What follows belongs to an exercise in optimizing a design on an open flow for small area; a production flow would make more cautious choices. Only simulation tests tie the RTL to the original design; equivalence was not proved. The flow treats the clock pin as an ideal source, which a real chip does not have. Power is estimated from default activity; no workload was simulated.

==> flow/design.v <==
module epl_Row_Decode_sub (
           input  wire [3:0]  pA_i,
           input  wire        pRead_i,
           input  wire        pWrite_i,
           output wire [15:0] pSel_o,
           output wire [15:0] pWe_o
       );
wire [3:0] pLo_w  = 4'b0001 << pA_i[1:0];
wire [3:0] pHi_w  = 4'b0001 << pA_i[3:2];
wire [3:0] pHiR_w = pHi_w & {4{pRead_i}};
wire [3:0] pHiW_w = pHi_w & {4{pWrite_i}};
genvar gi;
generate
    for (gi = 0; gi < 16; gi = gi + 1)
    begin : g_dec
        assign pSel_o[gi] = pHiR_w[gi / 4] & pLo_w[gi % 4];
        assign pWe_o[gi]  = pHiW_w[gi / 4] & pLo_w[gi % 4];
    end
endgenerate
endmodule
module epl_Column_Decode_sub (
           input  wire [15:0] pSel_i,
           input  wire [15:0] pD_i,
           output wire        pQ_o
       );
wire [5:0] pGrpN_w;
genvar gi;
generate
    for (gi = 0; gi < 5; gi = gi + 1)
    begin : g_grp
        epl_Column_Access_sub AOI_s (
                                  .pS_i(pSel_i[3*gi +: 3]),
                                  .pD_i(pD_i[3*gi +: 3]),
                                  .pYn_o(pGrpN_w[gi])
                              );
    end
endgenerate
assign pGrpN_w[5] = ~(pSel_i[15] & pD_i[15]);
assign pQ_o = ~&pGrpN_w;
endmodule
module epl_Column_Access_sub (
           input  wire [2:0] pS_i,
           input  wire [2:0] pD_i,
           output wire       pYn_o
       );
assign pYn_o = ~|(pS_i & pD_i);
endmodule
module epl_Read_Mux_sub (
           input  wire [15:0] pSel_i,
           input  wire [15:0] pD_i,
           input  wire        pWrite_i,
           input  wire        pWd_i,
           output wire        pQ_o
       );
wire [5:0] pGrpN_w;
genvar gi;
generate
    for (gi = 0; gi < 5; gi = gi + 1)
    begin : g_grp
        epl_Column_Access_sub AOI_s (
                                  .pS_i(pSel_i[3*gi +: 3]),
                                  .pD_i(pD_i[3*gi +: 3]),
                                  .pYn_o(pGrpN_w[gi])
                              );
    end
endgenerate
assign pGrpN_w[5] = ~((pSel_i[15] & pD_i[15]) | (pWrite_i & pWd_i));
assign pQ_o = ~&pGrpN_w;
endmodule
module epl_FFRAM02_top_fi (
           input  wire [4-1 :0] pA_i,
           input  wire [1-1:0]       pFS_i,
           input  wire [4-1:0]  pD_i,
           input  wire                    pCLOCK_i,
           input  wire                    nRESET_i,
           input  wire                    nCEN_i,
           input  wire                    nWEN_i,
           output reg  [4-1:0]  pQ_o,
           output reg                     pERR_o,
           output wire [6:0]              pCcodeword1_o
       );
wire pWrite_w = ~nCEN_i & ~nWEN_i;
wire pRead_w  = ~nCEN_i &  nWEN_i;
wire pRdHit_w = pFS_i[0] & (pA_i[3:1] == 3'b001);
reg [3:0]  pMem_r [0:15];
reg [15:0] pOk_r;
wire [15:0] pSel_w, pWe_w;
epl_Row_Decode_sub RD_s (
                       .pA_i    (pA_i),
                       .pRead_i (pRead_w),
                       .pWrite_i(pWrite_w),
                       .pSel_o  (pSel_w),
                       .pWe_o   (pWe_w)
                   );
genvar gi;
generate
    for (gi = 0; gi < 16; gi = gi + 1)
    begin : g_word
        always @(posedge pCLOCK_i)
        begin
            if (pWe_w[gi])
                pMem_r[gi] <= pD_i;
        end
        always @(posedge pCLOCK_i or negedge nRESET_i)
        begin
            if (!nRESET_i)
                pOk_r[gi] <= 1'b0;
            else if (pWe_w[gi])
                pOk_r[gi] <= ((gi == 4) || (gi == 5)) ? ~pFS_i[0] : 1'b1;
        end
    end
endgenerate
wire [4:0] pX_w;                     
generate
    for (gi = 0; gi < 4; gi = gi + 1)
    begin : g_rd
        wire [15:0] pCol_w;
        genvar gw;
        for (gw = 0; gw < 16; gw = gw + 1)
        begin : g_col
            assign pCol_w[gw] = pMem_r[gw][gi];
        end
        epl_Read_Mux_sub RM_s (
                             .pSel_i  (pSel_w),
                             .pD_i    (pCol_w),
                             .pWrite_i(pWrite_w),
                             .pWd_i   (pD_i[gi]),
                             .pQ_o    (pX_w[gi])
                         );
    end
endgenerate
epl_Column_Decode_sub OK_s (
                          .pSel_i(pSel_w),
                          .pD_i  (pOk_r),
                          .pQ_o  (pX_w[4])
                      );
reg        pW1_r, pV1_r, pV2_r, pV3_r;
reg [4:0]  pS1_r, pS2_r, pS3_r;      
reg        pDist_r;
always @(posedge pCLOCK_i or negedge nRESET_i)
begin
    if (!nRESET_i)
    begin
        pW1_r <= 1'b0;
        pV1_r <= 1'b0;
        pV2_r <= 1'b0;
        pV3_r <= 1'b0;
    end
    else
    begin
        pW1_r <= pWrite_w;
        pV1_r <= pRead_w;
        pV2_r <= pV1_r;
        pV3_r <= pV2_r;
    end
end
always @(posedge pCLOCK_i)
begin
    pS1_r <= pX_w;
    pS2_r <= pS1_r;
    pS3_r <= pS2_r;
end
always @(posedge pCLOCK_i or negedge nRESET_i)
begin
    if (!nRESET_i)
        pDist_r <= 1'b0;
    else if (pRead_w)
        pDist_r <= pRdHit_w;
    else if (pV3_r)
        pDist_r <= 1'b0;
end
always @(posedge pCLOCK_i or negedge nRESET_i)
begin
    if (!nRESET_i)
    begin
        pQ_o   <= 4'b0;
        pERR_o <= 1'b0;
    end
    else if (!pV3_r)
    begin
        pQ_o   <= 4'b0;
        pERR_o <= 1'b0;
    end
    else if (pS3_r[4])
    begin
        pQ_o   <= pS3_r[3:0];
        pERR_o <= pDist_r;
    end
    else
    begin
        pQ_o   <= pDist_r ? 4'b0100 : 4'b1000;
        pERR_o <= 1'b1;
    end
end
wire [3:0] pWd_w = pS1_r[3:0];
assign pCcodeword1_o = {7{pW1_r}} & {pWd_w[3], pWd_w[2], pWd_w[1],
                                      ~(pWd_w[1] ^ pWd_w[2] ^ pWd_w[3]),
                                      pWd_w[0],
                                      ~(pWd_w[0] ^ pWd_w[2] ^ pWd_w[3]),
                                      ~(pWd_w[0] ^ pWd_w[1] ^ pWd_w[3])};
endmodule
==> flow/flow/run.sh <==
#!/bin/bash
# Standard ORFS layout with two changes:
#  - port buffers use the smallest buffer cell (every port still gets one);
#  - clock tree synthesis inserts no dummy loads.
set -euo pipefail
export BUFFER_PORTS_ARGS="-buffer_cell sky130_fd_sc_hd__buf_1"
export CTS_ARGS="-sink_clustering_enable -repair_clock_nets -dont_use_dummy_load"
bash standard.sh > standard_flow.log 2>&1
==> flow/standard.sh <==
#!/bin/bash
# synth_recipe.tcl (not shown) runs the flow's synth.tcl, then flattens the netlist and writes it again
# the make line also repeats each setting of config.mk as NAME=value (left out here)
make -C /OpenROAD-flow-scripts/flow DESIGN_CONFIG=/design/flow/config.mk WORK_HOME=/design/flow/orfs CLKGATE_MAP_FILE= SYNTH_SCRIPT=/design/flow/synth_recipe.tcl "${@:-finish}"
==> flow/config.mk <==
export PLATFORM = sky130hd
export DESIGN_NAME = epl_FFRAM02_top_fi
export DESIGN_NICKNAME = epl_FFRAM02_top_fi
export VERILOG_FILES = /design/flow/design.v
export SDC_FILE = /design/flow/constraint.sdc
export NUM_CORES = 4
export LEC_CHECK = 0
export CAP_MARGIN = 20
export CORE_MARGIN = 2
export CORE_UTILIZATION = 40
export SLEW_MARGIN = 20
export SYNTH_HIERARCHICAL = 1
export SYNTH_MINIMUM_KEEP_SIZE = 0
==> flow/constraint.sdc <==
create_clock -name core_clock -period 4.0 [get_ports {pCLOCK_i}]
set_input_delay 0.8000 -clock core_clock [delete_from_list [all_inputs] [get_ports {pCLOCK_i}]]
set_output_delay 0.8000 -clock core_clock [all_outputs]
set_load 0.01 [all_outputs]
==> results of run 1 <==
==> area by class of cell <==
type	instances	area (µm²)	area share
timing repair buffer	26	105	0.0256
sequential	105	2870	0.700
clock buffer	9	124	0.0302
multi-input combinational	128	850	0.207
inverter	4	15.0	0.00366
tap	111	139	0.0338
==> per-stage QoR <==
stage / instance area, µm² / utilization / hold WS, ns / power (mW) / cells
floorplan: 3750 / - / 0.310 / 1.32 / 240
finish: 4110 / 0.449 / 0.309 / 1.84 / 383
detailed placement: 3980 / 0.435 / 0.313 / 1.38 / 374
CTS: 4110 / 0.449 / 0.317 / 1.87 / 383
global route: 4110 / 0.449 / 0.316 / 1.93 / 383
global placement: 3980 / 0.435 / 0.310 / 1.37 / 374
==> Yosys stat by module (local to each module, per instance) <==
module | cells inside | times used | area [µm²]
epl_FFRAM02_top_fi | 149 | 1 | 3170
epl_Read_Mux_sub | 4 | 4 | 23.8
epl_Row_Decode_sub | 47 | 1 | 218
epl_Column_Decode_sub | 3 | 1 | 16.3
epl_Column_Access_sub | 1 | 25 | 10.0
==> sequential cells by signal, indices dropped and copies added (netlist names) <==
signal / flops
pDist_r: 1
pV2_r: 1
pQ_o: 4
pMem_r: 64
pERR_o: 1
pS1_r: 5
pS3_r: 5
pS2_r: 5
pV1_r: 1
pV3_r: 1
pW1_r: 1
pOk_r: 16
==> logic make-up (layout without fill, tap and decap cells) <==
| logic type | after synthesis | in the layout | synth area share |
|---|---|---|---|
| flops | 105 | 105 | 0.766 |
| simple gates | 89 | 89 | 0.124 |
| buf+inv | 7 | 39 | 0.00734 |
| xor+xnor | 2 | 2 | 0.00467 |
| compound gates | 31 | 31 | 0.0801 |
| mux | 6 | 6 | 0.0174 |
==> critical path, cell delays in order, from the launching register on <==
cell,delay (ns)
dfxtp_1,0.37
xnor2_1,0.30
mux2_4,0.33
buf_1,0.12
==> where the power goes <==
part | leakage (nW) | total (mW) | switching [mW] | internal (mW)
logic | 0.371 | 0.106 | 0.0610 | 0.0451
clock network | 0.0647 | 0.494 | 0.292 | 0.202
registers | 1.01 | 1.24 | 0.0321 | 1.21
total | 1.45 | 1.84 | 0.385 | 1.46
==> cell usage in the layout, fill, tap and decap left out <==
| cell | netlist | layout |
|---|---|---|
| or2_1 | 14 | 14 |
| xnor2_1 | 2 | 2 |
| a22o_1 | 4 | 4 |
| nand2b_1 | 6 | 6 |
| nand4bb_1 | 1 | 1 |
| a21boi_1 | 2 | 2 |
| nand2_1 | 8 | 8 |
| mux2i_1 | 5 | 5 |
| a222oi_1 | 25 | 25 |
| nor2b_1 | 2 | 2 |
| edfxtp_1 | 64 | 64 |
| clkbuf_8 | 0 | 9 |
| nand3_1 | 6 | 6 |
| and3_1 | 4 | 4 |
| or3_1 | 4 | 4 |
| inv_1 | 4 | 4 |
| mux2_4 | 1 | 1 |
| or3b_4 | 2 | 2 |
| nand4_1 | 1 | 1 |
| nand3b_1 | 4 | 4 |
| or2_2 | 1 | 1 |
| dfxtp_1 | 15 | 15 |
| buf_1 | 0 | 24 |
| buf_4 | 0 | 2 |
| dfrtp_1 | 26 | 26 |
| and2_1 | 3 | 3 |
| nor2_1 | 33 | 33 |
==> final timing paths <==
kind	startpoint	endpoint	slack, ns	depth (start not counted)
max in group asynchronous	nRESET_i	pOk_r[10]	3.28	2
hold reg to reg	pS2_r[4]	pS3_r[4]	0.31	0
setup / recovery	pS1_r[3]	pCcodeword1_o[0]	1.72	3
setup reg to reg	pMem_r[6][0]	pS1_r[0]	2.56	3
hold / removal	pS2_r[4]	pS3_r[4]	0.31	0
min in group asynchronous	nRESET_i	pQ_o[0]	0.42	2
==> metal layers <==
metal | track usage | vias to the layer above
met5 | 0 | -
met4 | 0.0474 | 0
met3 | 0.0465 | 6
met2 | 0.246 | 79
met1 | 0.221 | 1071
li1 | - | 987
==> impl_metrics.csv, run 1 <==
group,metric,value,unit
sta,finalClockSkew,0.0335,ns
power_and_ir_drop,powerDensity,449,nW/µm²
die,initial_utilization,0.410,
synthesis,ys_top_cells_by_area,"edfxtp_1 (51%), dfrtp_1 (17%), dfxtp_1 (8.0%)",
critical_path,start_kind,"flop",
power_and_ir_drop,ir_drop,0.211,mV
route,highest_layer,"met4",
clocking,cts.clk_slew.worst_paths,0.10,ns
critical_path,critPathMaxFanout,4,
synthesis,synth_seq_area_share,0.766,
synthesis,netlist_area,3750,µm²
route,drtPass1Iterations,6,
sta,hold_viol,0,
final_layout,drive_gt1_frac,0.0551,
sta,post-route-period-util,0.569,
sta,fin_setup_tns,0,ns
critical_path,required,3.20,ns
synthesis,synthTopCellsByCount,"edfxtp_1 (64), nor2_1 (33), dfrtp_1 (26)",
clocking,clk_latency,0.37,ns
placement,port_buffers,24,
synthesis,synth_most_common_cell,"edfxtp_1",
synthesis,synth_edf_count,64,
route,drc_errors,0,
synthesis,synth_top_area_share,0.513,
final_layout,fin_nets,287,
sta,fmax,439,MHz
worst_hold_path,min_path_type,"reg2reg",
final_layout,area_growth_syn_to_layout,9.48,%
clocking,cts_buffer_depth,2,
synthesis,synth_top_cell_by_area,"edfxtp_1",
sta,worst_pin_slew,0.870,ns
power_and_ir_drop,p_leak,1.45,nW
route,final_antenna_net_count,0,
route,viasPerCell,5.60,
final_layout,diodes,0,
sta,setup_slack,1.72,ns
sta,relSlewSlack,0.420,
die,die-area,10200,µm²
global_route,grt_pass1_wl,11800,µm
placement,gp_congestion,0.852,
global_route,grt_max_degree,27,
synthesis,syn_inst,240,
die,io_pins,25,
route,routedWlPerCell,19.6,µm
route,first_iter_violations,276,
route,met1_length,3520,µm
global_route,track_usage,0.160,
global_route,grt_pass1_vias,2131,
die,die_x,101,µm
clocking,cts_hold_repair.buffers,0,
die,fp-row-count,35,
clocking,cts_max_level,3,
route,drt-total-wl,7520,µm
clocking,tritoncts,"built",
synthesis,synthDistinctLibCells,26,
flow_run,maxCapViolations,0,
synthesis,synth_seq_cells,105,
synthesis,synth.avg_cell_area,15.6,µm²
global_route,antenna_found_initial,0,
route,vias,2143,
clocking,post-cts-setup-buffer-count,0,
route,met2_length,3490,µm
final_layout,fillers,828,
critical_path,crit_type,"reg2out",
global_route,grt.overflow.total,0,
die,die_h,101,µm
sta,period_needed,2.28,ns
clocking,root_buffer,"clkbuf_8",
synthesis,yosysWarnings,8,
route,met3_wirelength,446,µm
synthesis,async_flop_share,0.248,
sta,final-max-slew-violation-count,0,
sta,setup_viol,0,
clocking,cts.sinks,105,
run_status,status,"no timing/DRC/antenna violations",
sta,rsz0062_at_grt,"false",
clocking,cts_resized,0,
critical_path,arrival,1.48,ns
die,coreArea,9150,µm²
synthesis,synth_fp_nets,253,
critical_path,crit_path_end_kind,"output pin",
clocking,cts_buffers,9,
synthesis,ys.flop_type,"edfxtp_1",
placement,place_hpwl,5210,µm
placement,pre_cts_ws,1.40,ns
==> run 2, diff against run 1 <==
==> flow/flow/run.sh (replaced) <==
#!/bin/bash
# The standard layout (standard.sh), with two changes:
#  - port buffers use the smallest buffer cell (every port still gets one);
#  - the clock tree is built by flow/clock_tree.tcl instead of TritonCTS:
#    the clock port drives one inverter, which drives a few large inverters,
#    each driving one position-based cluster of flip-flops.
# Each tool's output goes to a log file of its own in this folder.
set -euo pipefail
export BUFFER_PORTS_ARGS="-buffer_cell sky130_fd_sc_hd__buf_1"
bash standard.sh place > log_standard_place.log 2>&1
openroad -no_init -exit flow/clock_tree.tcl > log_clock_tree.log 2>&1
bash standard.sh > log_standard_finish.log 2>&1
==> flow/flow/clock_tree.tcl (new file) <==
# Clock tree for the placed design, in place of ORFS's CTS step.
# Reads ORFS's 3_place result and writes the 4_1_cts result that the rest of
# the standard flow continues from.
set res orfs/results/sky130hd/epl_FFRAM02_top_fi/base
set nleaf 3
set leafcell sky130_fd_sc_hd__inv_16
set rootcell sky130_fd_sc_hd__inv_4

read_liberty $::env(FLOW_HOME)/platforms/sky130hd/lib/sky130_fd_sc_hd__tt_025C_1v80.lib
read_db $res/3_place.odb
read_sdc $res/3_place.sdc
source $::env(FLOW_HOME)/platforms/sky130hd/setRC.tcl
source flow/mcts.tcl

mcts_build $nleaf $leafcell $rootcell

detailed_placement
check_placement -verbose
set_propagated_clock [all_clocks]
estimate_parasitics -placement
report_clock_skew
report_worst_slack -min
report_worst_slack -max
set m 0
foreach p [get_pins */CLK] {
  set s [get_property $p slew_max]
  if {$s > $m} { set m $s }
}
puts "largest flip-flop clock pin slew (placement estimate): $m"

write_db $res/4_1_cts.odb
write_sdc -no_timestamp $res/4_cts.sdc
==> flow/flow/mcts.tcl (new file) <==
# Clock tree builder: flip-flops are split into K clusters by position
# (balanced k-means); each cluster gets one leaf driver at its centre.
proc mcts_build { K bufcell {rootcell ""} } {
  set block [ord::get_db_block]
  set clknet [$block findNet pCLOCK_i]
  set sinks {}
  foreach it [$clknet getITerms] {
    set inst [$it getInst]
    set b [$inst getBBox]
    lappend sinks [list $it [expr {([$b xMin]+[$b xMax])/2.0}] [expr {([$b yMin]+[$b yMax])/2.0}]]
  }
  set n [llength $sinks]
  # init centers: spread along sorted x then y
  set sorted [lsort -real -index 1 $sinks]
  set cx {}; set cy {}
  for {set k 0} {$k < $K} {incr k} {
    set s [lindex $sorted [expr {int(($k + 0.5) * $n / $K)}]]
    lappend cx [lindex $s 1]; lappend cy [lindex $s 2]
  }
  set cap [expr {int(ceil(double($n) / $K)) + 2}]
  for {set iter 0} {$iter < 30} {incr iter} {
    # balanced assignment: greedy by distance with capacity
    set pairs {}
    set i 0
    foreach s $sinks {
      for {set k 0} {$k < $K} {incr k} {
        set d [expr {abs([lindex $s 1]-[lindex $cx $k]) + abs([lindex $s 2]-[lindex $cy $k])}]
        lappend pairs [list $d $i $k]
      }
      incr i
    }
    set pairs [lsort -real -index 0 $pairs]
    array unset asg; array unset cnt
    for {set k 0} {$k < $K} {incr k} { set cnt($k) 0 }
    foreach p $pairs {
      lassign $p d i k
      if {[info exists asg($i)]} continue
      if {$cnt($k) >= $cap} continue
      set asg($i) $k; incr cnt($k)
    }
    set sx {}; set sy {}
    for {set k 0} {$k < $K} {incr k} { set sumx($k) 0.0; set sumy($k) 0.0 }
    set i 0
    foreach s $sinks {
      set k $asg($i)
      set sumx($k) [expr {$sumx($k) + [lindex $s 1]}]
      set sumy($k) [expr {$sumy($k) + [lindex $s 2]}]
      incr i
    }
    set cx {}; set cy {}
    for {set k 0} {$k < $K} {incr k} {
      lappend cx [expr {$sumx($k) / max(1,$cnt($k))}]
      lappend cy [expr {$sumy($k) / max(1,$cnt($k))}]
    }
  }
  set master [[ord::get_db] findMaster $bufcell]
  set srcnet $clknet
  if {$rootcell ne ""} {
    set rm [[ord::get_db] findMaster $rootcell]
    set rinst [odb::dbInst_create $block $rm "clkroot_0"]
    set sx 0.0; set sy 0.0
    for {set k 0} {$k < $K} {incr k} { set sx [expr {$sx + [lindex $cx $k]}]; set sy [expr {$sy + [lindex $cy $k]}] }
    $rinst setLocation [expr {int($sx / $K)}] [expr {int($sy / $K)}]
    $rinst setPlacementStatus PLACED
    $rinst setSourceType TIMING
    set srcnet [odb::dbNet_create $block "clknet_root"]
    $srcnet setSigType CLOCK
    [$rinst findITerm A] connect $clknet
    [$rinst findITerm Y] connect $srcnet
  }
  for {set k 0} {$k < $K} {incr k} {
    set inst [odb::dbInst_create $block $master "clkbuf_leaf_$k"]
    $inst setLocation [expr {int([lindex $cx $k])}] [expr {int([lindex $cy $k])}]
    $inst setPlacementStatus PLACED
    $inst setSourceType TIMING
    set net [odb::dbNet_create $block "clknet_leaf_$k"]
    $net setSigType CLOCK
    [$inst findITerm A] connect $srcnet
    set oterm [$inst findITerm X]
    if {$oterm eq "NULL" || $oterm eq ""} { set oterm [$inst findITerm Y] }
    $oterm connect $net
    set lists($k) $net
  }
  set i 0
  foreach s $sinks {
    set it [lindex $s 0]
    $it disconnect
    $it connect $lists($asg($i))
    incr i
  }
  for {set k 0} {$k < $K} {incr k} { puts "cluster $k: $cnt($k) sinks" }
}
==> impl_metrics.csv, run 2 <==
group,metric,value,unit
worst_hold_path,min_to,"pS3_r[1]",
critical_path,r2r_slack,2.57,ns
critical_path,crit_path_cell_trace,"buf_1 -> nor2b_1 -> or3b_4 -> nor2_1 -> a222oi_1 -> nand3_1 -> or3_1",
sta,worst_pin_slew,0.871,ns
final_layout,fin_nets,282,
die,coreArea,9150,µm²
power_and_ir_drop,swShare,0.249,
placement,place_hpwl,5210,µm
final_layout,design_area,4050,µm²
clocking,clk_latency,0.25,ns
final_layout,layout_commonest_cell,"edfxtp_1",
flow_run,maxCapViolations,0,
route,first_iter_violations,195,
worst_hold_path,worstHoldStart,"pS2_r[1]",
global_route,grt_max_degree,38,
critical_path,critPathMaxFanout,6,
synthesis,synth.avg_cell_area,15.6,µm²
clocking,cts.clk_slew.worst_paths,0.10,ns
final_layout,final_cell_mix,"edfxtp_1 (64), nor2_1 (33), dfrtp_1 (26)",
critical_path,arrival,2.55,ns
placement,gp_congestion,0.852,
final_layout,fin_cells,378,
sta,rsz0062_at_grt,"false",
synthesis,synth_top_area_share,0.513,
critical_path,start_kind,"input port",
sta,post-route-period-util,0.587,
route,met2_length,3390,µm
die,die_h,101,µm
die,die_x,101,µm
die,fp-row-count,35,
route,drtPass1Iterations,5,
critical_path,slowest_delay,0.47,ns
synthesis,synth_seq_cells,105,
critical_path,path_delay_family,"simple AND/OR/NAND/NOR gates",
sta,hold_viol,0,
sta,relSlewSlack,0.419,
synthesis,synth_edf_count,64,
final_layout,area_growth_syn_to_layout,7.94,%
run_status,status,"no timing/DRC/antenna violations",
power_and_ir_drop,combPwrFrac,0.061,
critical_path,r2r_end,"pS1_r[0]",
route,final_antenna_net_count,0,
final_layout,top_register,"pMem_r",
route,highest_layer,"met4",
die,io_pins,25,
critical_path,required,4.20,ns
final_layout,largest_reg_flops,64,
final_layout,reg.largest.list,"pMem_r: 64 flops, pOk_r: 16 flops",
sta,period_needed,2.35,ns
global_route,grt_pass1_wl,11700,µm
sta,final-max-slew-violation-count,0,
global_route,grt.overflow.total,0,
synthesis,yosysWarnings,8,
placement,port_buffers,24,
synthesis,synth_fp_nets,253,
global_route,antenna_found_initial,0,
synthesis,synth_most_common_cell,"edfxtp_1",
critical_path,rr_startpoint,"pMem_r[6][0]",
route,viasPerCell,5.58,
power_and_ir_drop,fin_total_pwr,1.74,mW
synthesis,syn_inst,240,
synthesis,ys.flop_type,"edfxtp_1",
synthesis,synthTopCellsByCount,"edfxtp_1 (64), nor2_1 (33), dfrtp_1 (26)",
power_and_ir_drop,pwr-share-seq,0.713,
sta,fin_setup_tns,0,ns
synthesis,ys_top_cells_by_area,"edfxtp_1 (51%), dfrtp_1 (17%), dfxtp_1 (8.0%)",
power_and_ir_drop,clockPowerShare,0.226,
worst_hold_path,min_delay_path_depth,0,
route,met1_length,3570,µm
synthesis,synthDistinctLibCells,26,
global_route,grt_pass1_vias,2087,
synthesis,async_flop_share,0.248,
power_and_ir_drop,p_leak,1.42,nW
route,routedWlPerCell,19.6,µm
critical_path,crit_path_end_kind,"flop",
sta,setup_viol,0,
power_and_ir_drop,switching_power,0.434,mW
critical_path,reg2reg_depth,3,
route,drc_errors,0,
worst_hold_path,min_path_type,"reg2reg",
critical_path,crit_buf_inv,1,
synthesis,netlist_area,3750,µm²
critical_path,crit_slowest_cell,"or3b_4",
global_route,track_usage,0.148,
placement,place_inst,374,
final_layout,diodes,0,
critical_path,crit_type,"in2reg",
die,die-area,10200,µm²
route,drt-total-wl,7430,µm
die,initial_utilization,0.410,
power_and_ir_drop,internal_power,1.31,mW
final_layout,drive_gt1_frac,0.0375,
route,vias,2109,
synthesis,synth_top_cell_by_area,"edfxtp_1",
synthesis,synth_seq_area_share,0.766,
power_and_ir_drop,ir_drop,0.195,mV
placement,place_area,3980,µm²
power_and_ir_drop,powerDensity,431,nW/µm²
sta,hold_slack,0.336,ns
sta,fmax,426,MHz
route,met3_wirelength,396,µm
sta,finalClockSkew,0.00705,ns
[run 2: cell types whose count changed in the layout (fill, tap and decap cells not counted)]
| cell | previous run | this run |
|---|---|---|
| inv_16 | 0 | 3 |
| inv_4 | 0 | 1 |
| clkbuf_8 | 9 | 0 |
[run 2: final cells by class]
cell class              count  area, µm²
fillers                   829       5100
repair buffers             26        105
well taps                 111        139
inverters                   4       15.0
multi-input cells         128        850
clock inverters             4       66.3
flip-flops and latches    105       2870
[run 2: routing by layer]
metal  vias up  GRT usage
met4         0     0.0126
met1      1042      0.225
met2        79      0.243
met5         -          0
met3         7     0.0111
li1        981          -
[run 2: logic make-up (layout without fill, tap and decap cells)]
kind of cell | Yosys count | count (layout) | synth area share
compound gates | 31 | 31 | 0.0801
xor+xnor | 2 | 2 | 0.00467
mux | 6 | 6 | 0.0174
simple gates | 89 | 89 | 0.124
buf+inv | 7 | 34 | 0.00734
flops | 105 | 105 | 0.766
[run 2: worst reg2reg max path, stage by stage (launching register included)]
cell and delay, ns:
edfxtp_1 0.40, a222oi_1 0.46, nand3_1 0.14, or3_1 0.32
[run 2: power groups by stage]
stage | sequential, mW | clock [mW] | combinational [mW]
2_1_floorplan | 1.26 | 0 | 0.0652
3_3_place_gp | 1.27 | 0 | 0.105
3_5_place_dp | 1.27 | 0 | 0.108
5_1_grt | 1.25 | 0.451 | 0.119
6_report | 1.24 | 0.394 | 0.106
[run 2: how the worst max path moves through the flow]
stage           start            to  slack [ns]  depth (start not counted)
2_1_floorplan  nCEN_i  pMem_r[4][0]        1.83                          3
3_3_place_gp   nCEN_i  pMem_r[8][3]        1.42                          4
3_5_place_dp   nCEN_i  pMem_r[8][0]        1.40                          4
5_1_grt        nWEN_i      pS1_r[4]        1.53                          7
6_report       nWEN_i      pS1_r[2]        1.65                          7
[run 2: modules after synthesis (local to each module, per instance)]
module	area, µm²	flip-flops and latches	cells inside	copies in the design
epl_Column_Access_sub	10.0	0	1	25
epl_Column_Decode_sub	16.3	0	3	1
epl_FFRAM02_top_fi	3170	105	149	1
epl_Read_Mux_sub	23.8	0	4	4
epl_Row_Decode_sub	218	0	47	1
[run 2: metrics by stage]
step | worst slack (ns) | utilization
after floorplan | 1.83 | -
after global placement | 1.42 | 0.435
after detailed placement | 1.40 | 0.435
after global routing | 1.53 | 0.442
final | 1.65 | 0.442
==> run 3, diff against run 2 <==
--- a/flow/design.v
+++ b/flow/design.v
@@ -37,6 +37,31 @@
 endgenerate
 assign pGrpN_w[5] = ~(pSel_i[15] & pD_i[15]);
 assign pQ_o = ~&pGrpN_w;
+endmodule
+module epl_ecc_encoder (
+           input  wire       pWRITE_i,
+           input  wire [3:0] pDATA_i,
+           output wire [6:0] pCODEWORD_o
+       );
+wire [3:0] pG_w = pDATA_i & {4{pWRITE_i}};
+wire       pS_w, pR_w, pT_w;
+epl_ecc_xor2 X0 (.pA_i(pWRITE_i), .pB_i(pG_w[3]), .pY_o(pS_w));
+epl_ecc_xor2 X1 (.pA_i(pS_w),     .pB_i(pG_w[2]), .pY_o(pR_w));
+epl_ecc_xor2 X2 (.pA_i(pR_w),     .pB_i(pG_w[1]), .pY_o(pCODEWORD_o[3]));
+epl_ecc_xor2 X3 (.pA_i(pR_w),     .pB_i(pG_w[0]), .pY_o(pCODEWORD_o[1]));
+epl_ecc_xor2 X4 (.pA_i(pS_w),     .pB_i(pG_w[1]), .pY_o(pT_w));
+epl_ecc_xor2 X5 (.pA_i(pT_w),     .pB_i(pG_w[0]), .pY_o(pCODEWORD_o[0]));
+assign pCODEWORD_o[6] = pG_w[3];
+assign pCODEWORD_o[5] = pG_w[2];
+assign pCODEWORD_o[4] = pG_w[1];
+assign pCODEWORD_o[2] = pG_w[0];
+endmodule
+module epl_ecc_xor2 (
+           input  wire pA_i,
+           input  wire pB_i,
+           output wire pY_o
+       );
+assign pY_o = pA_i ^ pB_i;
 endmodule
 module epl_Column_Access_sub (
            input  wire [2:0] pS_i,
@@ -192,10 +217,9 @@
         pERR_o <= 1'b1;
     end
 end
-wire [3:0] pWd_w = pS1_r[3:0];
-assign pCcodeword1_o = {7{pW1_r}} & {pWd_w[3], pWd_w[2], pWd_w[1],
-                                      ~(pWd_w[1] ^ pWd_w[2] ^ pWd_w[3]),
-                                      pWd_w[0],
-                                      ~(pWd_w[0] ^ pWd_w[2] ^ pWd_w[3]),
-                                      ~(pWd_w[0] ^ pWd_w[1] ^ pWd_w[3])};
-endmodule
+epl_ecc_encoder EE_s (
+                    .pWRITE_i   (pW1_r),
+                    .pDATA_i    (pS1_r[3:0]),
+                    .pCODEWORD_o(pCcodeword1_o)
+                );
+endmodule
--- a/flow/config.mk
+++ b/flow/config.mk
@@ -7,7 +7,7 @@
 export LEC_CHECK = 0
 export CAP_MARGIN = 20
 export CORE_MARGIN = 2
-export CORE_UTILIZATION = 40
+export CORE_UTILIZATION = 60
 export SLEW_MARGIN = 20
 export SYNTH_HIERARCHICAL = 1
 export SYNTH_MINIMUM_KEEP_SIZE = 0
==> impl_metrics.csv, run 3 <==
group,metric,value,unit
sta,finalClockSkew,0.00785,ns
placement,place_hpwl,5070,µm
placement,port_buffers,24,
synthesis,synth_fp_nets,251,
global_route,grt_pass1_wl,11100,µm
global_route,grt.overflow.total,0,
final_layout,layout_commonest_cell,"edfxtp_1",
power_and_ir_drop,swShare,0.249,
sta,period_needed,2.53,ns
critical_path,required,3.20,ns
sta,relSlewSlack,0.471,
sta,fin_setup_tns,0,ns
synthesis,synth_top_cell_by_area,"edfxtp_1",
placement,gp_congestion,0.910,
route,met3_wirelength,448,µm
synthesis,synth_edf_count,64,
global_route,grt_pass1_vias,2038,
global_route,track_usage,0.205,
sta,setup_slack,1.47,ns
worst_hold_path,min_path_type,"reg2reg",
die,coreArea,5990,µm²
die,io_pins,25,
power_and_ir_drop,internal_power,1.31,mW
final_layout,postLayoutCoreUtil,0.666,
critical_path,start_kind,"flop",
sta,worst_pin_slew,0.793,ns
power_and_ir_drop,clockPowerShare,0.226,
synthesis,async_flop_share,0.248,
critical_path,crit_type,"reg2out",
global_route,antenna_found_initial,0,
sta,hold_viol,0,
flow_run,maxCapViolations,0,
route,drc_errors,0,
final_layout,fillers,422,
route,highest_layer,"met4",
synthesis,synth_seq_area_share,0.767,
power_and_ir_drop,pwr-share-seq,0.711,
critical_path,arrival,1.73,ns
synthesis,ys.flop_type,"edfxtp_1",
final_layout,final_cell_mix,"edfxtp_1 (64), nor2_1 (33), dfrtp_1 (26)",
synthesis,synth_most_common_cell,"edfxtp_1",
placement,pre_cts_ws,1.36,ns
critical_path,crit_path_end_kind,"output pin",
route,drtPass1Iterations,6,
route,first_iter_violations,272,
synthesis,synth_top_area_share,0.513,
route,drt-total-wl,7110,µm
die,fp-row-count,28,
final_layout,reg.largest.list,"pMem_r: 64 flops, pOk_r: 16 flops",
synthesis,yosysWarnings,8,
power_and_ir_drop,powerDensity,438,nW/µm²
final_layout,area_growth_syn_to_layout,6.55,%
power_and_ir_drop,p_leak,1.43,nW
clocking,clk_latency,0.25,ns
sta,fmax,396,MHz
synthesis,synthDistinctLibCells,27,
synthesis,ys_top_cells_by_area,"edfxtp_1 (51%), dfrtp_1 (17%), dfxtp_1 (8.0%)",
clocking,cts.clk_slew.worst_paths,0.10,ns
die,die-area,6890,µm²
route,met1_length,3220,µm
critical_path,r2r_slack,2.57,ns
die,die_x,83.0,µm
run_status,status,"no timing/DRC/antenna violations",
global_route,grt_max_degree,38,
power_and_ir_drop,combPwrFrac,0.063,
route,routedWlPerCell,21.0,µm
power_and_ir_drop,ir_drop,0.350,mV
synthesis,synth.avg_cell_area,15.7,µm²
final_layout,diodes,0,
critical_path,critPathMaxFanout,5,
route,viasPerCell,6.21,
sta,post-route-period-util,0.632,
die,die_h,83.0,µm
route,met2_length,3260,µm
final_layout,fin_nets,279,
final_layout,largest_reg_flops,64,
synthesis,synth_seq_cells,105,
synthesis,syn_inst,238,
sta,final-max-slew-violation-count,0,
power_and_ir_drop,switching_power,0.436,mW
synthesis,netlist_area,3750,µm²
route,vias,2106,
sta,rsz0062_at_grt,"false",
final_layout,top_register,"pMem_r",
synthesis,synthTopCellsByCount,"edfxtp_1 (64), nor2_1 (33), dfrtp_1 (26)",
route,final_antenna_net_count,0,
final_layout,drive_gt1_frac,0.0871,
die,initial_utilization,0.625,
power_and_ir_drop,fin_total_pwr,1.75,mW
sta,setup_viol,0,
## run 3: changes by cell type after synthesis, moves of 2 or more
cell     previous run  this run
xor2_1              0         6
xnor2_1             2         0
and3_2              0         2
or2_1              14         2
and3_1              4         2
or2_2               1        13
mux2i_1             5         3
nor2b_1             2         0
## run 3: worst paths after layout
kind / start / end / cells after the start
setup / recovery: pW1_r / pCcodeword1_o[3] / 5
hold / removal: pS2_r[0] / pS3_r[0] / 0
setup reg to reg: pMem_r[3][2] / pS1_r[2] / 3
hold reg to reg: pS2_r[0] / pS3_r[0] / 0
max in group asynchronous: nRESET_i / pOk_r[14] / 2
min in group asynchronous: nRESET_i / pOk_r[3] / 2
## run 3: cell type report
type	count	area [µm²]	area share
Sequential cell	105	2870	0.720
Multi-Input combinational cell	127	850	0.213
Inverter	3	11.3	0.00282
Timing Repair Buffer	25	97.6	0.0245
Clock inverter	4	66.3	0.0166
Tap cell	75	93.8	0.0235
## run 3: power groups by stage
stage | registers (mW) | clock network (mW) | logic, mW
floorplan | 1.25 | 0 | 0.0681
global placement | 1.27 | 0 | 0.107
detailed placement | 1.27 | 0 | 0.112
global route | 1.25 | 0.443 | 0.123
finish | 1.24 | 0.395 | 0.111
## run 3: per-layer routing
layer | up-vias | global-route usage
met4 | 0 | 0.0507
met2 | 82 | 0.306
met3 | 12 | 0.0169
li1 | 964 | -
met5 | - | 0
met1 | 1048 | 0.332
## run 3: cells by family after synthesis
logic type             Yosys count  synth area share
AND/OR/NAND/NOR                 87             0.125
XOR/XNOR                         6            0.0140
multiplexers                     3           0.00802
flip-flops                     105             0.767
AO/OA/AOI/OAI                   31            0.0802
buffers and inverters            6           0.00635
## run 3: modules after synthesis, one instance, submodules excluded
module / flip-flops and latches / copies in the design / cells inside
epl_Column_Access_sub: 0 / 25 / 1
epl_Column_Decode_sub: 0 / 1 / 3
epl_ecc_xor2: 0 / 6 / 1
epl_ecc_encoder: 0 / 1 / 4
epl_Row_Decode_sub: 0 / 1 / 47
epl_Read_Mux_sub: 0 / 4 / 4
epl_FFRAM02_top_fi: 105 / 1 / 137
## run 3: worst max-delay path, stage by stage, from the launching register on
cell and delay, ns:
dfrtp_1 0.42, and2_1 0.18, xor2_1 0.24, xor2_1 0.28, xor2_1 0.18, buf_1 0.18
## run 3: metrics by stage
step | cells | hold WS, ns | cell area [µm²]
after floorplan | 238 | 0.310 | 3750
after global placement | 335 | 0.310 | 3930
after detailed placement | 335 | 0.315 | 3930
after global routing | 339 | 0.347 | 3990
final | 339 | 0.337 | 3990
==> run 4, diff against run 3 <==
--- a/flow/design.v
+++ b/flow/design.v
@@ -1,22 +1,23 @@
 module epl_Row_Decode_sub (
            input  wire [3:0]  pA_i,
-           input  wire        pRead_i,
-           input  wire        pWrite_i,
-           output wire [15:0] pSel_o,
-           output wire [15:0] pWe_o
-       );
-wire [3:0] pLo_w  = 4'b0001 << pA_i[1:0];
-wire [3:0] pHi_w  = 4'b0001 << pA_i[3:2];
-wire [3:0] pHiR_w = pHi_w & {4{pRead_i}};
-wire [3:0] pHiW_w = pHi_w & {4{pWrite_i}};
+           output wire [15:0] pSel_o
+       );
+wire [3:0] pLoN_w, pHiN_w;
+epl_Row_Predecode_sub LO_s (.pA_i(pA_i[1:0]), .pDecN_o(pLoN_w));
+epl_Row_Predecode_sub HI_s (.pA_i(pA_i[3:2]), .pDecN_o(pHiN_w));
 genvar gi;
 generate
     for (gi = 0; gi < 16; gi = gi + 1)
     begin : g_dec
-        assign pSel_o[gi] = pHiR_w[gi / 4] & pLo_w[gi % 4];
-        assign pWe_o[gi]  = pHiW_w[gi / 4] & pLo_w[gi % 4];
-    end
-endgenerate
+        assign pSel_o[gi] = ~(pHiN_w[gi / 4] | pLoN_w[gi % 4]);
+    end
+endgenerate
+endmodule
+module epl_Row_Predecode_sub (
+           input  wire [1:0] pA_i,
+           output wire [3:0] pDecN_o
+       );
+assign pDecN_o = ~(4'b0001 << pA_i);
 endmodule
 module epl_Column_Decode_sub (
            input  wire [15:0] pSel_i,
@@ -71,26 +72,12 @@
 assign pYn_o = ~|(pS_i & pD_i);
 endmodule
 module epl_Read_Mux_sub (
-           input  wire [15:0] pSel_i,
-           input  wire [15:0] pD_i,
-           input  wire        pWrite_i,
-           input  wire        pWd_i,
-           output wire        pQ_o
-       );
-wire [5:0] pGrpN_w;
-genvar gi;
-generate
-    for (gi = 0; gi < 5; gi = gi + 1)
-    begin : g_grp
-        epl_Column_Access_sub AOI_s (
-                                  .pS_i(pSel_i[3*gi +: 3]),
-                                  .pD_i(pD_i[3*gi +: 3]),
-                                  .pYn_o(pGrpN_w[gi])
-                              );
-    end
-endgenerate
-assign pGrpN_w[5] = ~((pSel_i[15] & pD_i[15]) | (pWrite_i & pWd_i));
-assign pQ_o = ~&pGrpN_w;
+           input  wire       pWrite_i,
+           input  wire [3:0] pWd_i,
+           input  wire [3:0] pRd_i,
+           output wire [3:0] pQ_o
+       );
+assign pQ_o = pWrite_i ? pWd_i : pRd_i;
 endmodule
 module epl_FFRAM02_top_fi (
            input  wire [4-1 :0] pA_i,
@@ -109,56 +96,69 @@
 wire pRdHit_w = pFS_i[0] & (pA_i[3:1] == 3'b001);
 reg [3:0]  pMem_r [0:15];
 reg [15:0] pOk_r;
-wire [15:0] pSel_w, pWe_w;
+wire [15:0] pSel_w;
+wire [3:0]  pRd_w;                   
+wire        pRdOk_w;                 
+wire [3:0]  pWd_w;                   
 epl_Row_Decode_sub RD_s (
-                       .pA_i    (pA_i),
-                       .pRead_i (pRead_w),
-                       .pWrite_i(pWrite_w),
-                       .pSel_o  (pSel_w),
-                       .pWe_o   (pWe_w)
+                       .pA_i  (pA_i),
+                       .pSel_o(pSel_w)
                    );
+epl_Read_Mux_sub WD_s (
+                     .pWrite_i(pWrite_w),
+                     .pWd_i   (pD_i),
+                     .pRd_i   (pRd_w),
+                     .pQ_o    (pWd_w)
+                 );
 genvar gi;
 generate
     for (gi = 0; gi < 16; gi = gi + 1)
     begin : g_word
         always @(posedge pCLOCK_i)
         begin
-            if (pWe_w[gi])
-                pMem_r[gi] <= pD_i;
+            if (pSel_w[gi])
+                pMem_r[gi] <= pWd_w;
         end
         always @(posedge pCLOCK_i or negedge nRESET_i)
         begin
             if (!nRESET_i)
                 pOk_r[gi] <= 1'b0;
-            else if (pWe_w[gi])
+            else if (pSel_w[gi] & pWrite_w)
                 pOk_r[gi] <= ((gi == 4) || (gi == 5)) ? ~pFS_i[0] : 1'b1;
         end
     end
 endgenerate
-wire [4:0] pX_w;                     
-generate
-    for (gi = 0; gi < 4; gi = gi + 1)
+generate
+    for (gi = 0; gi < 5; gi = gi + 1)
     begin : g_rd
         wire [15:0] pCol_w;
         genvar gw;
         for (gw = 0; gw < 16; gw = gw + 1)
         begin : g_col
-            assign pCol_w[gw] = pMem_r[gw][gi];
-        end
-        epl_Read_Mux_sub RM_s (
-                             .pSel_i  (pSel_w),
-                             .pD_i    (pCol_w),
-                             .pWrite_i(pWrite_w),
-                             .pWd_i   (pD_i[gi]),
-                             .pQ_o    (pX_w[gi])
-                         );
-    end
-endgenerate
-epl_Column_Decode_sub OK_s (
-                          .pSel_i(pSel_w),
-                          .pD_i  (pOk_r),
-                          .pQ_o  (pX_w[4])
-                      );
+            if (gi == 4)
+                assign pCol_w[gw] = pOk_r[gw];
+            else
+                assign pCol_w[gw] = pMem_r[gw][gi];
+        end
+        if (gi == 4)
+        begin : g_ok
+            epl_Column_Decode_sub RM_s (
+                                      .pSel_i(pSel_w),
+                                      .pD_i  (pCol_w),
+                                      .pQ_o  (pRdOk_w)
+                                  );
+        end
+        else
+        begin : g_d
+            epl_Column_Decode_sub RM_s (
+                                      .pSel_i(pSel_w),
+                                      .pD_i  (pCol_w),
+                                      .pQ_o  (pRd_w[gi])
+                                  );
+        end
+    end
+endgenerate
+wire [4:0] pX_w = {pRdOk_w, pWd_w};  
 reg        pW1_r, pV1_r, pV2_r, pV3_r;
 reg [4:0]  pS1_r, pS2_r, pS3_r;      
 reg        pDist_r;
==> impl_metrics.csv, run 4 <==
group,metric,value,unit
run_status,status,"no timing/DRC/antenna violations",
global_route,grt_max_degree,38,
placement,port_buffers,24,
global_route,grt_pass1_vias,2016,
clocking,clk_latency,0.25,ns
critical_path,r2r_slack,2.25,ns
final_layout,largest_reg_flops,64,
power_and_ir_drop,powerDensity,456,nW/µm²
power_and_ir_drop,p_leak,1.50,nW
sta,worst_pin_slew,1.01,ns
synthesis,yosysWarnings,8,
die,initial_utilization,0.624,
die,coreArea,5920,µm²
synthesis,ys_top_cells_by_area,"edfxtp_1 (52%), dfrtp_1 (18%), dfxtp_1 (8.1%)",
final_layout,diodes,0,
route,drc_errors,0,
synthesis,synthDistinctLibCells,22,
final_layout,fin_nets,274,
route,highest_layer,"met4",
die,fp-row-count,28,
synthesis,synth_edf_count,64,
synthesis,synth_top_area_share,0.521,
synthesis,synth-simple-area-share,0.0810,
sta,finalClockSkew,0.0131,ns
synthesis,synth_seq_area_share,0.778,
synthesis,synth_seq_cells,105,
final_layout,layout_commonest_cell,"edfxtp_1",
sta,final-max-slew-violation-count,0,
critical_path,path_delay_family,"simple AND/OR/NAND/NOR gates",
final_layout,area_growth_syn_to_layout,9.32,%
synthesis,synth_fa_ha_area_frac,0,
route,drt-total-wl,6880,µm
route,first_iter_violations,190,
critical_path,reg2reg_depth,4,
synthesis,syn_inst,218,
critical_path,critPathMaxFanout,17,
final_layout,final_cell_mix,"edfxtp_1 (64), dfrtp_1 (26), a222oi_1 (25)",
critical_path,cp_num_cells,7,
worst_hold_path,min_delay_path_depth,0,
route,drtPass1Iterations,6,
route,met3_wirelength,383,µm
route,viasPerCell,6.16,
die,die_h,82.4,µm
route,met2_length,3300,µm
synthesis,async_flop_share,0.248,
route,vias,2059,
route,final_antenna_net_count,0,
synthesis,synth_fp_nets,231,
synthesis,synthTopCellsByCount,"edfxtp_1 (64), dfrtp_1 (26), a222oi_1 (25)",
synthesis,synthXorXnorAreaFrac,0.0142,
final_layout,postLayoutCoreUtil,0.682,
critical_path,crit_slowest_cell,"nor2_1",
synthesis,ys.flop_type,"edfxtp_1",
synthesis,synth.avg_cell_area,16.9,µm²
global_route,track_usage,0.215,
synthesis,synth_mux_area_frac,0.0203,
critical_path,slowest_delay,0.79,ns
sta,fmax,353,MHz
route,routedWlPerCell,20.6,µm
worst_hold_path,min_path_type,"reg2reg",
synthesis,synth_top_cell_by_area,"edfxtp_1",
route,met1_length,3080,µm
sta,hold_viol,0,
final_layout,reg.largest.list,"pMem_r: 64 flops, pOk_r: 16 flops",
die,die-area,6800,µm²
critical_path,arrival,2.88,ns
global_route,grt_pass1_wl,10800,µm
synthesis,synth-compound-area-share,0.100,
sta,rsz0062_at_grt,"false",
placement,place_hpwl,4670,µm
sta,period_needed,2.84,ns
die,io_pins,25,
global_route,grt.overflow.total,0,
synthesis,synth_most_common_cell,"edfxtp_1",
die,die_x,82.4,µm
flow_run,maxCapViolations,0,
sta,post-route-period-util,0.709,
synthesis,synth_top_family_by_area,"compound AO/OA/AOI/OAI gates",
clocking,cts.clk_slew.worst_paths,0.11,ns
final_layout,drive_gt1_frac,0.0927,
critical_path,start_kind,"input port",
critical_path,crit_type,"in2reg",
final_layout,top_register,"pMem_r",
synthesis,netlist_area,3690,µm²
placement,gp_congestion,0.885,
critical_path,crit_buf_inv,1,
global_route,antenna_found_initial,0,
critical_path,required,4.04,ns
sta,fin_setup_tns,0,ns
power_and_ir_drop,ir_drop,0.333,mV
critical_path,crit_path_cell_trace,"buf_1 -> nand2b_1 -> nor2_1 -> a222oi_1 -> and3_1 -> nand4_1 -> mux2_2",
critical_path,crit_path_end_kind,"flop",
sta,relSlewSlack,0.325,
sta,setup_viol,0,
-- run 4: cells by family after synthesis --
kind of cell	Yosys count
DFF	105
and+or+nand+nor	55
buffers and inverters	4
xor gates and xnor gates	6
AOI/OAI and AO/OA	41
muxes	7
-- run 4: worst paths after layout --
path | start | end
setup / recovery | pA_i[1] | pMem_r[11][2]
hold / removal | pS2_r[1] | pS3_r[1]
setup reg to reg | pMem_r[0][2] | pMem_r[11][2]
hold reg to reg | pS2_r[1] | pS3_r[1]
max in group asynchronous | nRESET_i | pOk_r[2]
min in group asynchronous | nRESET_i | pQ_o[0]
-- run 4: report_power, final --
| group | internal (mW) | switching, mW |
|---|---|---|
| sequential | 1.25 | 0.0361 |
| combinational | 0.0638 | 0.0981 |
| clock | 0.0533 | 0.335 |
-- run 4: per-module statistics from Yosys, one instance, submodules excluded --
| module | cell area, µm² | copies in the design |
|---|---|---|
| epl_ecc_xor2 | 8.76 | 6 |
| epl_Read_Mux_sub | 45.0 | 1 |
| epl_Column_Access_sub | 10.0 | 25 |
| epl_Column_Decode_sub | 16.3 | 5 |
| epl_ecc_encoder | 25.0 | 1 |
| epl_Row_Decode_sub | 60.1 | 1 |
| epl_FFRAM02_top_fi | 3130 | 1 |
| epl_Row_Predecode_sub | 22.5 | 2 |
-- run 4: per-layer routing --
layer / vias up / track usage
met1: 1029 / 0.332
met4: 0 / 0.0300
met5: - / 0
met2: 67 / 0.354
li1: 953 / -
met3: 10 / 0.0120
-- run 4: cell type report --
type                       instances  area [µm²]
inverter                           3        11.3
tap                               75        93.8
clock inverter                     4        66.3
fill                             424        1880
timing repair buffer              38         195
multi-input combinational        109         797
sequential                       105        2870
-- run 4: through the flow --
step / hold slack (ns) / cells / power, mW / worst slack (ns) / cell area, µm²
6_report: 0.335 / 334 / 1.84 / 1.16 / 4040
3_5_place_dp: 0.315 / 330 / 1.48 / 0.939 / 3970
5_1_grt: 0.347 / 334 / 1.92 / 1.06 / 4040
2_1_floorplan: 0.310 / 218 / 1.41 / 1.67 / 3690
3_3_place_gp: 0.318 / 330 / 1.46 / 1.09 / 3970
==> run 5, diff against run 4 <==
--- a/flow/config.mk
+++ b/flow/config.mk
@@ -8,6 +8,7 @@
 export CAP_MARGIN = 20
 export CORE_MARGIN = 2
 export CORE_UTILIZATION = 60
+export GPL_TIMING_DRIVEN = 0
 export SLEW_MARGIN = 20
 export SYNTH_HIERARCHICAL = 1
 export SYNTH_MINIMUM_KEEP_SIZE = 0
==> impl_metrics.csv, run 5 <==
group,metric,value,unit
synthesis,synth_most_common_cell,"edfxtp_1",
global_route,grt_pass1_wl,9850,µm
sta,period_needed,2.79,ns
critical_path,crit_path_end_kind,"flop",
synthesis,netlist_area,3690,µm²
global_route,grt_max_degree,38,
route,final_antenna_net_count,0,
route,drt-total-wl,6380,µm
placement,pre_cts_ws,0.928,ns
critical_path,crit_type,"in2reg",
die,fp-row-count,28,
sta,fmax,358,MHz
critical_path,critPathMaxFanout,17,
sta,post-route-period-util,0.698,
synthesis,syn_inst,218,
synthesis,async_flop_share,0.248,
sta,final-max-slew-violation-count,0,
synthesis,synth.avg_cell_area,16.9,µm²
synthesis,synthTopCellsByCount,"edfxtp_1 (64), dfrtp_1 (26), a222oi_1 (25)",
synthesis,synth_fp_nets,231,
global_route,antenna_found_initial,0,
final_layout,design_area,3940,µm²
power_and_ir_drop,fin_total_pwr,1.83,mW
flow_run,maxCapViolations,0,
synthesis,synth_seq_area_share,0.778,
global_route,grt_pass1_vias,1857,
critical_path,crit_path_cell_trace,"buf_1 -> or2_1 -> nor2_1 -> a222oi_1 -> and3_1 -> nand4_1 -> mux2_2",
final_layout,area_growth_syn_to_layout,6.81,%
die,die_h,82.4,µm
sta,setup_slack,1.21,ns
route,drtPass1Iterations,5,
power_and_ir_drop,p_leak,1.43,nW
route,drc_errors,0,
synthesis,synthDistinctLibCells,22,
global_route,track_usage,0.193,
sta,finalClockSkew,0.00884,ns
clocking,clk_latency,0.24,ns
synthesis,ys_top_cells_by_area,"edfxtp_1 (52%), dfrtp_1 (18%), dfxtp_1 (8.1%)",
route,first_iter_violations,212,
critical_path,slowest_delay,0.55,ns
synthesis,synth_top_area_share,0.521,
final_layout,seqCellArea,2870,µm²
sta,rsz0062_at_grt,"false",
critical_path,start_kind,"input port",
final_layout,diodes,0,
critical_path,setup.worst_path.start,"pA_i[1]",
synthesis,synth_edf_count,64,
critical_path,arrival,2.81,ns
global_route,grt.overflow.total,0,
worst_hold_path,min_path_type,"reg2reg",
final_layout,final_cell_mix,"edfxtp_1 (64), dfrtp_1 (26), a222oi_1 (25)",
critical_path,r2r_end,"pMem_r[3][0]",
final_layout,fillers,432,
clocking,cts.clk_slew.worst_paths,0.10,ns
critical_path,cp-endpoint,"pMem_r[3][0]",
synthesis,ys.flop_type,"edfxtp_1",
final_layout,layout_commonest_cell,"edfxtp_1",
synthesis,yosysWarnings,8,
placement,gp_congestion,0.797,
final_layout,reg.largest.list,"pMem_r: 64 flops, pOk_r: 16 flops",
critical_path,r2r_slack,2.04,ns
synthesis,synth_seq_cells,105,
synthesis,synth_top_cell_by_area,"edfxtp_1",
power_and_ir_drop,powerDensity,465,nW/µm²
sta,hold_viol,0,
route,viasPerCell,6.21,
placement,place_hpwl,4300,µm
die,die_x,82.4,µm
run_status,status,"no timing/DRC/antenna violations",
placement,port_buffers,24,
critical_path,required,4.01,ns
power_and_ir_drop,ir_drop,0.445,mV
sta,relSlewSlack,0.454,
final_layout,largest_reg_flops,64,
route,routedWlPerCell,19.9,µm
final_layout,drive_gt1_frac,0.0488,
final_layout,fin_nets,261,
critical_path,crit_slowest_cell,"nor2_1",
critical_path,reg2reg_depth,4,
sta,fin_setup_tns,0,ns
route,vias,1992,
placement,place_area,3880,µm²
die,coreArea,5920,µm²
sta,setup_viol,0,
die,initial_utilization,0.624,
die,die-area,6800,µm²
final_layout,top_register,"pMem_r",
die,io_pins,25,
final_layout,multi_input_area,797,µm²
sta,worst_pin_slew,0.816,ns
critical_path,rr_startpoint,"pMem_r[12][0]",
==> run 5: cell types whose count changed in the layout (fill, tap and decap cells not counted) <==
cell	change
buf_1	-1
buf_2	+1
buf_4	-14
buf_6	+1
==> run 5: worst max-delay path, delay by kind of cell <==
family	cells	cell delay, ns
simple gates	4	1.18
mux	1	0.40
compound gates	1	0.29
buf+inv	1	0.13
==> run 5: worst min-delay path by stage <==
| stage | slack (ns) | end | cells after the start | start |
|---|---|---|---|---|
| 6_report | 0.34 | pS3_r[0] | 0 | pS2_r[0] |
| 5_1_grt | 0.35 | pS3_r[4] | 0 | pS2_r[4] |
| 3_3_place_gp | 0.31 | pS3_r[1] | 0 | pS2_r[1] |
| 3_5_place_dp | 0.31 | pS3_r[1] | 0 | pS2_r[1] |
| 2_1_floorplan | 0.31 | pS2_r[4] | 0 | pS1_r[4] |
==> run 5: area by class of cell <==
cell class	instances	share of cell area
Multi-Input combinational cell	109	0.202
Tap cell	75	0.0238
Timing Repair Buffer	24	0.0232
Clock inverter	4	0.0168
Inverter	3	0.00286
Sequential cell	105	0.728
Buffer	1	0.00286
==> run 5: kinds of logic after synthesis <==
family                 share of synthesized area
flip-flops                                 0.778
AND/OR/NAND/NOR                           0.0810
AO/OA/AOI/OAI                              0.100
multiplexers                              0.0203
XOR/XNOR                                  0.0142
buffers and inverters                    0.00610
==> run 5: report_power, final <==
part / leakage (nW) / total, mW / switching, mW / internal, mW
sequential: 1.02 / 1.29 / 0.0354 / 1.25
combinational: 0.373 / 0.163 / 0.102 / 0.0601
clock: 0.0338 / 0.381 / 0.328 / 0.0533
==> run 5: per-stage QoR <==
stage          hold slack (ns)  utilization  std cells
6_report                 0.341        0.666        321
5_1_grt                  0.354        0.666        321
2_1_floorplan            0.310            -        218
3_3_place_gp             0.315        0.655        317
3_5_place_dp             0.312        0.655        317
==> run 5: routing by layer <==
metal / routed length (µm) / vias to the layer above / GRT usage
met2: 3170 / 63 / 0.326
li1: - / 922 / -
met1: 2820 / 1003 / 0.289
met5: 0 / - / 0
met4: 55 / 0 / 0.0183
met3: 324 / 4 / 0.0163
==> run 5: per-module statistics from Yosys (local to each module, per instance) <==
module                 cells  times used  flops+latches  cell area (µm²)
epl_FFRAM02_top_fi       140           1            105             3130
epl_Row_Decode_sub        16           1              0             60.1
epl_Read_Mux_sub           4           1              0             45.0
epl_ecc_encoder            4           1              0             25.0
epl_Row_Predecode_sub      4           2              0             22.5
epl_Column_Decode_sub      3           5              0             16.3
epl_Column_Access_sub      1          25              0             10.0
epl_ecc_xor2               1           6              0             8.76
==> run 6, diff against run 5 <==
--- a/flow/design.v
+++ b/flow/design.v
@@ -38,6 +38,15 @@
 endgenerate
 assign pGrpN_w[5] = ~(pSel_i[15] & pD_i[15]);
 assign pQ_o = ~&pGrpN_w;
+endmodule
+module epl_Control_Circuit_sub (
+           input  wire nWen_i,
+           input  wire nCen_i,
+           output wire pWrite_o,
+           output wire pRead_o
+       );
+assign pWrite_o = (~nCen_i) & (~nWen_i);
+assign pRead_o  = (~nCen_i) & ( nWen_i);
 endmodule
 module epl_ecc_encoder (
            input  wire       pWRITE_i,
@@ -91,8 +100,13 @@
            output reg                     pERR_o,
            output wire [6:0]              pCcodeword1_o
        );
-wire pWrite_w = ~nCEN_i & ~nWEN_i;
-wire pRead_w  = ~nCEN_i &  nWEN_i;
+wire pWrite_w, pRead_w;
+epl_Control_Circuit_sub CC_s (
+                            .nWen_i  (nWEN_i),
+                            .nCen_i  (nCEN_i),
+                            .pWrite_o(pWrite_w),
+                            .pRead_o (pRead_w)
+                        );
 wire pRdHit_w = pFS_i[0] & (pA_i[3:1] == 3'b001);
 reg [3:0]  pMem_r [0:15];
 reg [15:0] pOk_r;
@@ -159,8 +173,10 @@
     end
 endgenerate
 wire [4:0] pX_w = {pRdOk_w, pWd_w};  
-reg        pW1_r, pV1_r, pV2_r, pV3_r;
-reg [4:0]  pS1_r, pS2_r, pS3_r;      
+reg        pW1_r, pV1_r;
+reg [4:0]  pS1_r;                    
+reg        pA2_r, pB2_r, pA3_r, pB3_r;
+reg [3:1]  pC2_r, pC3_r;
 reg        pDist_r;
 always @(posedge pCLOCK_i or negedge nRESET_i)
 begin
@@ -168,30 +184,35 @@
     begin
         pW1_r <= 1'b0;
         pV1_r <= 1'b0;
-        pV2_r <= 1'b0;
-        pV3_r <= 1'b0;
+        pA2_r <= 1'b0;
+        pB2_r <= 1'b0;
+        pA3_r <= 1'b0;
+        pB3_r <= 1'b0;
     end
     else
     begin
         pW1_r <= pWrite_w;
         pV1_r <= pRead_w;
-        pV2_r <= pV1_r;
-        pV3_r <= pV2_r;
+        pA2_r <= pV1_r & pS1_r[4];
+        pB2_r <= pV1_r & (~pS1_r[4] | pS1_r[0]);
+        pA3_r <= pA2_r;
+        pB3_r <= pB2_r;
     end
 end
 always @(posedge pCLOCK_i)
 begin
     pS1_r <= pX_w;
-    pS2_r <= pS1_r;
-    pS3_r <= pS2_r;
-end
+    pC2_r <= pS1_r[3:1];
+    pC3_r <= pC2_r;
+end
+wire pV3_w = pA3_r | pB3_r;
 always @(posedge pCLOCK_i or negedge nRESET_i)
 begin
     if (!nRESET_i)
         pDist_r <= 1'b0;
     else if (pRead_w)
         pDist_r <= pRdHit_w;
-    else if (pV3_r)
+    else if (pV3_w)
         pDist_r <= 1'b0;
 end
 always @(posedge pCLOCK_i or negedge nRESET_i)
@@ -201,20 +222,20 @@
         pQ_o   <= 4'b0;
         pERR_o <= 1'b0;
     end
-    else if (!pV3_r)
+    else if (pA3_r)
+    begin
+        pQ_o   <= {pC3_r, pB3_r};
+        pERR_o <= pDist_r;
+    end
+    else if (pB3_r)
+    begin
+        pQ_o   <= pDist_r ? 4'b0100 : 4'b1000;
+        pERR_o <= 1'b1;
+    end
+    else
     begin
         pQ_o   <= 4'b0;
         pERR_o <= 1'b0;
-    end
-    else if (pS3_r[4])
-    begin
-        pQ_o   <= pS3_r[3:0];
-        pERR_o <= pDist_r;
-    end
-    else
-    begin
-        pQ_o   <= pDist_r ? 4'b0100 : 4'b1000;
-        pERR_o <= 1'b1;
     end
 end
 epl_ecc_encoder EE_s (
==> impl_metrics.csv, run 6 <==
group,metric,value,unit
sta,finalClockSkew,0.00876,ns
die,die_x,82.0,µm
critical_path,slowest_delay,0.67,ns
power_and_ir_drop,p_leak,1.44,nW
power_and_ir_drop,internal_power,1.34,mW
synthesis,synthTopCellsByCount,"edfxtp_1 (64), dfrtp_1 (28), a222oi_1 (25)",
final_layout,diodes,0,
die,die_h,82.0,µm
sta,fin_setup_tns,0,ns
synthesis,synth_seq_cells,103,
route,drt-total-wl,6320,µm
critical_path,crit_path_cell_trace,"buf_1 -> or2_1 -> nor2_1 -> a222oi_1 -> and3_1 -> nand4_1 -> mux2_2",
final_layout,drive_gt1_frac,0.0442,
power_and_ir_drop,combPwrFrac,0.088,
final_layout,area_growth_syn_to_layout,6.89,%
critical_path,rr_startpoint,"pMem_r[12][2]",
clocking,cts.clk_slew.worst_paths,0.10,ns
power_and_ir_drop,swShare,0.255,
synthesis,async_flop_share,0.272,
synthesis,ys.flop_type,"edfxtp_1",
final_layout,fin_cells,324,
synthesis,synth_seq_area_share,0.778,
synthesis,synth_fp_nets,234,
global_route,grt.overflow.total,0,
critical_path,crit_path_end_kind,"flop",
critical_path,r2r_slack,2.11,ns
sta,post-route-period-util,0.723,
sta,relSlewSlack,0.391,
sta,final-max-slew-violation-count,0,
placement,gp_congestion,0.752,
sta,fmax,346,MHz
critical_path,required,4.03,ns
final_layout,top_register,"pMem_r",
run_status,status,"no timing/DRC/antenna violations",
global_route,grt_pass1_wl,9900,µm
worst_hold_path,min_to,"pC3_r[3]",
power_and_ir_drop,fin_total_pwr,1.80,mW
synthesis,syn_inst,221,
worst_hold_path,min_path_type,"reg2reg",
placement,port_buffers,24,
sta,setup_viol,0,
critical_path,crit_buf_inv,1,
global_route,grt_pass1_vias,1977,
power_and_ir_drop,clockPowerShare,0.210,
final_layout,layout_commonest_cell,"edfxtp_1",
critical_path,crit_type,"in2reg",
synthesis,synth_top_area_share,0.526,
sta,worst_pin_slew,0.910,ns
final_layout,largest_reg_flops,64,
worst_hold_path,worstHoldStart,"pC2_r[3]",
final_layout,fin_nets,264,
sta,rsz0062_at_grt,"false",
final_layout,final_cell_mix,"edfxtp_1 (64), dfrtp_1 (28), a222oi_1 (25)",
critical_path,path_delay_family,"simple AND/OR/NAND/NOR gates",
critical_path,critPathMaxFanout,17,
die,fp-row-count,28,
synthesis,synth_edf_count,64,
sta,hold_slack,0.338,ns
worst_hold_path,min_delay_path_depth,0,
placement,place_inst,320,
route,first_iter_violations,193,
critical_path,reg2reg_depth,4,
synthesis,yosysWarnings,8,
sta,period_needed,2.89,ns
die,coreArea,5890,µm²
die,initial_utilization,0.621,
die,io_pins,25,
critical_path,start_kind,"input port",
route,routedWlPerCell,19.5,µm
route,viasPerCell,6.23,
power_and_ir_drop,powerDensity,461,nW/µm²
placement,place_hpwl,4460,µm
global_route,antenna_found_initial,0,
power_and_ir_drop,switching_power,0.460,mW
critical_path,crit_slowest_cell,"nor2_1",
synthesis,synth.avg_cell_area,16.5,µm²
die,die-area,6730,µm²
route,final_antenna_net_count,0,
synthesis,synth_top_cell_by_area,"edfxtp_1",
global_route,track_usage,0.195,
power_and_ir_drop,pwr-share-seq,0.702,
critical_path,r2r_end,"pMem_r[9][2]",
route,drc_errors,0,
power_and_ir_drop,ir_drop,0.341,mV
clocking,clk_latency,0.24,ns
synthesis,synth_most_common_cell,"edfxtp_1",
final_layout,postLayoutCoreUtil,0.663,
synthesis,synthDistinctLibCells,23,
route,vias,2020,
sta,hold_viol,0,
critical_path,arrival,2.92,ns
route,drtPass1Iterations,5,
critical_path,cp_num_cells,7,
synthesis,netlist_area,3650,µm²
final_layout,reg.largest.list,"pMem_r: 64 flops, pOk_r: 16 flops, pS1_r: 5 flops",
synthesis,ys_top_cells_by_area,"edfxtp_1 (53%), dfrtp_1 (19%), a222oi_1 (6.9%)",
global_route,grt_max_degree,38,
flow_run,maxCapViolations,0,
[run 6: cell count changes after synthesis, moves of 2 or more]
cell | before | now
and2_1 | 4 | 7
and3_1 | 8 | 5
dfrtp_1 | 26 | 28
dfxtp_1 | 15 | 11
nand2_1 | 8 | 13
nand2b_1 | 7 | 5
nor3b_1 | 2 | 0
o21ai_0 | 0 | 3
[run 6: worst max-delay path by stage]
| stage | slack (ns) | end | from |
|---|---|---|---|
| floorplan | 1.67 | pMem_r[0][0] | pA_i[0] |
| global placement | 0.98 | pMem_r[0][2] | pA_i[0] |
| detailed placement | 0.87 | pMem_r[12][2] | pA_i[0] |
| global route | 0.99 | pMem_r[9][2] | pA_i[1] |
| finish | 1.11 | pMem_r[9][2] | pA_i[1] |
[run 6: power groups by stage]
| stage | clock network (mW) | registers [mW] | logic [mW] |
|---|---|---|---|
| floorplan | 0 | 1.28 | 0.103 |
| global placement | 0 | 1.28 | 0.150 |
| detailed placement | 0 | 1.29 | 0.160 |
| global route | 0.434 | 1.27 | 0.179 |
| finish | 0.378 | 1.26 | 0.158 |
[run 6: layer usage]
metal	global-route usage	vias to the layer above	routed length, µm
met2	0.345	52	3240
li1	-	928	-
met1	0.271	1031	2640
met4	0.0433	0	119
met3	0.0132	9	321
met5	0	-	0
[run 6: cell type report]
cell class / count / area (µm²)
fill: 431 / 1980
tap: 75 / 93.8
multi-input combinational: 112 / 786
buffer: 2 / 8.76
sequential: 103 / 2840
timing repair buffer: 24 / 91.3
inverter: 4 / 15.0
clock inverter: 4 / 66.3
[run 6: metrics by stage]
stage          worst slack, ns  cell area [µm²]
2_1_floorplan             1.67             3650
3_3_place_gp             0.980             3840
3_5_place_dp             0.865             3840
5_1_grt                  0.989             3900
6_report                  1.11             3900
[run 6: per-module statistics from Yosys, one instance, submodules excluded]
module                   cells  copies in the design  cell area, µm²  flops+latches
epl_ecc_encoder              4                     1            25.0              0
epl_Read_Mux_sub             4                     1            45.0              0
epl_Row_Decode_sub          16                     1            60.1              0
epl_Row_Predecode_sub        4                     2            22.5              0
epl_Control_Circuit_sub      2                     1            12.5              0
epl_ecc_xor2                 1                     6            8.76              0
epl_Column_Decode_sub        3                     5            16.3              0
epl_FFRAM02_top_fi         141                     1            3080            103
epl_Column_Access_sub        1                    25            10.0              0
[run 6: cell families after synthesis]
group	Yosys count	share of synthesized area
muxes	6	0.0178
xor gates and xnor gates	6	0.0144
buffers and inverters	6	0.00651
AOI/OAI and AO/OA	43	0.103
and+or+nand+nor	57	0.0795
DFF	103	0.778

## afterwards: timing with drivers on the ports
How much do the figures lean on ideal ports? The routed layouts below were timed once more, with nothing changed but the port constraints. Step 1: set_driving_cell puts a clkbuf_16 on pCLOCK_i and a buf_2 on each other input, an assumption about the parent block. Step 2 moves the port delays by t, midway between the first and last clock arrival at a register: inputs arrive t later, outputs are due t later. That takes back most of the time a late clock gives input paths. a / b / c = ideal / step 1 / step 2; a / b = the first two.
run | shift t [ns] | setup slack, ns | worst setup path at the end | worst register clock-pin slew, ns
run 1 | 0.383 | 1.724 / 1.692 / 1.383 | input to register | 0.10 / 0.10
run 2 | 0.283 | 1.652 / 1.662 / 1.379 | input to register | 0.11 / 0.11
run 3 | 0.287 | 1.474 / 1.436 / 1.348 | input to register | 0.11 / 0.11
run 4 | 0.278 | 1.165 / 1.176 / 0.898 | input to register | 0.11 / 0.11
run 5 | 0.272 | 1.207 / 1.220 / 0.948 | input to register | 0.10 / 0.10
run 6 | 0.269 | 1.106 / 1.118 / 0.849 | input to register | 0.10 / 0.10
After both steps every run listed still meets setup and hold. For run 1, which loses most, drivers alone change the setup slack by -0.032 ns; drivers and shift together by -0.341 ns.
